This is an optimization exercise on Yosys and OpenROAD, whose aim is small area, not a production implementation. Where RTL was checked, it was by simulation tests only, not by an equivalence proof against the original. Power is estimated from default activity; no workload was simulated.

==> inputs of build 22 <==
==> flow/design.v (excerpt) <==
module synth_core (
    input             clk,
    input             rst_n,
    input             play_n,
    input      [9:0]  SW,
    input      [11:0] GPIO_0,
    input             uart_rx,
    output     [31:0] audio_out,
    output     [9:0]  LEDR,
    output     [6:0]  HEX0,
    output     [6:0]  HEX1,
    output     [6:0]  HEX2
);
==> module sc_uart, before the edit <==
module sc_uart (
    input            clk,
    input            rst,
    input            uart_rx,
    output reg [7:0] rx_byte,
    output reg [2:0] bidx,
    output           flip,       
    output           new_bit,    
    output     [9:0] LEDR,
    output     [6:0] HEX0,
    output     [6:0] HEX1,
    output     [6:0] HEX2
);
    localparam S_IDLE = 2'd0, S_START = 2'd1, S_DATA = 2'd2, S_STOP = 2'd3;
    reg [2:0]  rx_sync;
    reg        rx_data, rx_prev;
    reg [1:0]  state;
    reg [12:0] cnt;
    reg [7:0]  led;
    reg        hex_ok;
    wire [12:0] cstep = {cnt[11:0], cnt[12] ^ cnt[3] ^ cnt[2] ^ cnt[0]};
    wire cnt_half = cnt == 13'd3518;
    wire cnt_full = cnt == 13'd4887;
    wire cnt_end  = (state == S_START) ? cnt_half : cnt_full;
    wire data_end = (state == S_DATA) & cnt_full;
    wire start_ok = (state == S_START) & cnt_half & ~rx_data;
    assign new_bit = start_ok | (data_end & (bidx != 3'd7));
    assign flip    = data_end & (rx_data != rx_byte[bidx]);
    always @(posedge clk) begin
        if (rst) begin
            rx_sync <= 3'b111;
            rx_data <= 1'b1;
            rx_prev <= 1'b1;
            state   <= S_IDLE;
            bidx    <= 3'd0;
            rx_byte <= 8'd0;
            led     <= 8'd0;
            hex_ok  <= 1'b0;
        end else begin
            rx_sync <= {rx_sync[1:0], uart_rx};
            rx_data <= rx_sync[2];
            rx_prev <= rx_data;
            case (state)
                S_IDLE:  if (rx_prev & ~rx_data) state <= S_START;
                S_START: if (cnt_half) state <= rx_data ? S_IDLE : S_DATA;
                S_DATA:  if (cnt_full) begin
                             rx_byte[bidx] <= rx_data;
                             bidx <= bidx + 3'd1;
                             if (bidx == 3'd7) state <= S_STOP;
                         end
                S_STOP:  if (cnt_full) begin
                             state <= S_IDLE;
                             if (rx_data && rx_byte <= 8'd200) begin
                                 led    <= rx_byte;
                                 hex_ok <= 1'b1;
                             end
                         end
            endcase
        end
    end
    always @(posedge clk)
        cnt <= (state == S_IDLE || cnt_end) ? 13'd1 : cstep;
    function [6:0] seg7;
        input [3:0] d;
        case (d)
            4'd0: seg7 = 7'b1000000;
            4'd1: seg7 = 7'b1111001;
            4'd2: seg7 = 7'b0100100;
            4'd3: seg7 = 7'b0110000;
            4'd4: seg7 = 7'b0011001;
            4'd5: seg7 = 7'b0010010;
            4'd6: seg7 = 7'b0000010;
            4'd7: seg7 = 7'b1111000;
            4'd8: seg7 = 7'b0000000;
            4'd9: seg7 = 7'b0010000;
            default: seg7 = 7'b0000000;
        endcase
    endfunction
    wire [7:0] led_ones = led % 8'd10;
    wire [7:0] led_tens = (led / 8'd10) % 8'd10;
    wire [7:0] led_hund = led / 8'd100;
    assign LEDR = {2'b00, led};
    assign HEX0 = hex_ok ? seg7(led_ones[3:0]) : 7'b1111111;
    assign HEX1 = hex_ok ? seg7(led_tens[3:0]) : 7'b1111111;
    assign HEX2 = hex_ok ? seg7(led_hund[3:0]) : 7'b1111111;
endmodule
clock: 45.0 ns
lec_check: 0
abc_area: 1
cap_margin: 20
core_margin: 2
core_utilization: 68
cts_cluster_diameter: 100
cts_cluster_size: 30
place_density: 0.75
slew_margin: 20
standard.sh (not shown) runs the stock make flow with config.mk's settings and CLKGATE_MAP_FILE= SYNTH_SCRIPT=/design/flow/synth_recipe.tcl, a recipe that flattens the netlist after the stock synthesis.
==> flow/flow/run.sh <==
#!/bin/bash
# Own layout flow: the standard flow (standard.sh) unchanged, except that
# the synthesis maps logic with a stronger ABC area script
# (flow/abc_area_own.script). The synthesis script is the standard flow's
# synth_recipe.tcl, with Yosys's abc command wrapped so that it reads that
# script; every other step, and the registers, are the standard flow's.
set -euo pipefail
W=$(pwd)
cp flow/abc_area_own.script "$W/abc_area_own.script"
{
  echo 'proc abc {args} {'
  echo '  set i [lsearch -exact $args -script]'
  echo "  if {\$i >= 0} { lset args [expr {\$i + 1}] {$W/abc_area_own.script} }"
  echo '  yosys abc {*}$args'
  echo '}'
  cat synth_recipe.tcl
} > "$W/own_synth.tcl"
sed "s#SYNTH_SCRIPT=[^ ]*#SYNTH_SCRIPT=$W/own_synth.tcl#" standard.sh > "$W/own_standard.sh"
grep -q "SYNTH_SCRIPT=$W/own_synth.tcl" "$W/own_standard.sh"
bash "$W/own_standard.sh" > "$W/own_flow_make.log" 2>&1
test -s out/final.def
==> flow/flow/abc_area_own.script <==
strash
balance; rewrite; refactor; balance; rewrite; rewrite -z; balance; refactor -z; rewrite -z; balance
balance; rewrite; refactor; balance; rewrite; rewrite -z; balance; refactor -z; rewrite -z; balance
dch -f
amap
strash
dch -f
amap
topo
==> build 98: changes against build 22 <==
--- a/flow/design.v
+++ b/flow/design.v
@@ -64,7 +64,7 @@
                              bidx <= bidx + 3'd1;
                              if (bidx == 3'd7) state <= S_STOP;
                          end
-                S_STOP:  if (cnt_full) begin
+                default: if (cnt_full) begin           
                              state <= S_IDLE;
                              if (rx_data && rx_byte <= 8'd200) begin
                                  led    <= rx_byte;
==> flow/flow/abc_area_own.script (replaced) <==
strash
&get -n
&deepsyn -T 20
&put
dch -f
amap
strash
dch -f
amap
topo
Settings changed: CORE_UTILIZATION 68 to 55, PLACE_DENSITY 0.75 to 0.65.
==> build 16: changes against build 22 <==
--- a/flow/design.v
+++ b/flow/design.v
@@ -64,7 +64,7 @@
                              bidx <= bidx + 3'd1;
                              if (bidx == 3'd7) state <= S_STOP;
                          end
-                S_STOP:  if (cnt_full) begin
+                default: if (cnt_full) begin           
                              state <= S_IDLE;
                              if (rx_data && rx_byte <= 8'd200) begin
                                  led    <= rx_byte;
==> flow/flow/abc_area_own.script (replaced) <==
strash
&get -n
&deepsyn -T 20
&put
dch -f
amap
strash
dch -f
amap
topo
Settings changed: CAP_MARGIN 20 to 10, CORE_UTILIZATION 68 to 55, PLACE_DENSITY 0.75 to 0.65, SLEW_MARGIN 20 to 10.
==> qor summary <==
	build 22	build 16	build 98
Instance count after placement with tap cells included	7078	7062	7062
Area of combinational cells with multiple inputs	24400 µm²	23000 µm²	23000 µm²
1st-pass router iterations	10	10	9
Result of the run	finished clean	finished clean	finished clean
Combinational Power	1410 µW	1360 µW	1360 µW
Area of all placed cells without fillers	60600 µm²	59800 µm²	59800 µm²
Proportion of cell area occupied by registers	0.487	0.494	0.494
Part of the cycle the worst path needs	0.576	0.569	0.569
Final period demand of the worst path	25.93 ns	25.60 ns	25.59 ns
Worst Setup Slack post-DPL	18.59 ns	18.80 ns	18.80 ns
Data arrival time of the worst path	26.42 ns	26.21 ns	26.21 ns
Number of antenna violations at the first check in global routing	1	5	5
Number of cells in the finished layout apart from fillers	7176	7157	7157
Fraction of power consumed by sequential logic	0.390	0.395	0.395
Proportion of cell area occupied by multi-input gates	0.402	0.385	0.385
Function not checked in build 22: the RTL went through the layout flow alone.

[re-timing with driven ports]
The results above use ideal ports. As a check the final layouts listed here were re-extracted and re-timed, cells and wires unchanged. Step 1 (the two cells are an assumption about what drives the block):
set clk [get_ports {clk}]
set_driving_cell -lib_cell sky130_fd_sc_hd__clkbuf_16 $clk
set_driving_cell -lib_cell sky130_fd_sc_hd__buf_2 [delete_from_list [all_inputs] $clk]
Step 2 times the ports against the registers' clock, not the clock port: input delays grow and output delays shrink by t, the midpoint of the rising clock arrivals with the driver on. Slacks: no drivers / after step 1 / after step 2; pairs: no drivers / after step 1.
run | shift t [ns] | setup slack, ns | worst hold slack (ns) | worst setup path at the end | pins driven straight from the clock port
build 22 | 0.726 | 19.073 / 19.123 / 18.398 | 0.337 / 0.337 / 0.337 | input to register | 1
build 98 | 0.752 | 19.406 / 19.448 / 18.696 | 0.327 / 0.327 / 0.327 | input to register | 1
build 16 | 0.752 | 19.401 / 19.443 / 18.691 | 0.327 / 0.327 / 0.327 | input to register | 1
After both steps setup and hold are still met in every run listed.
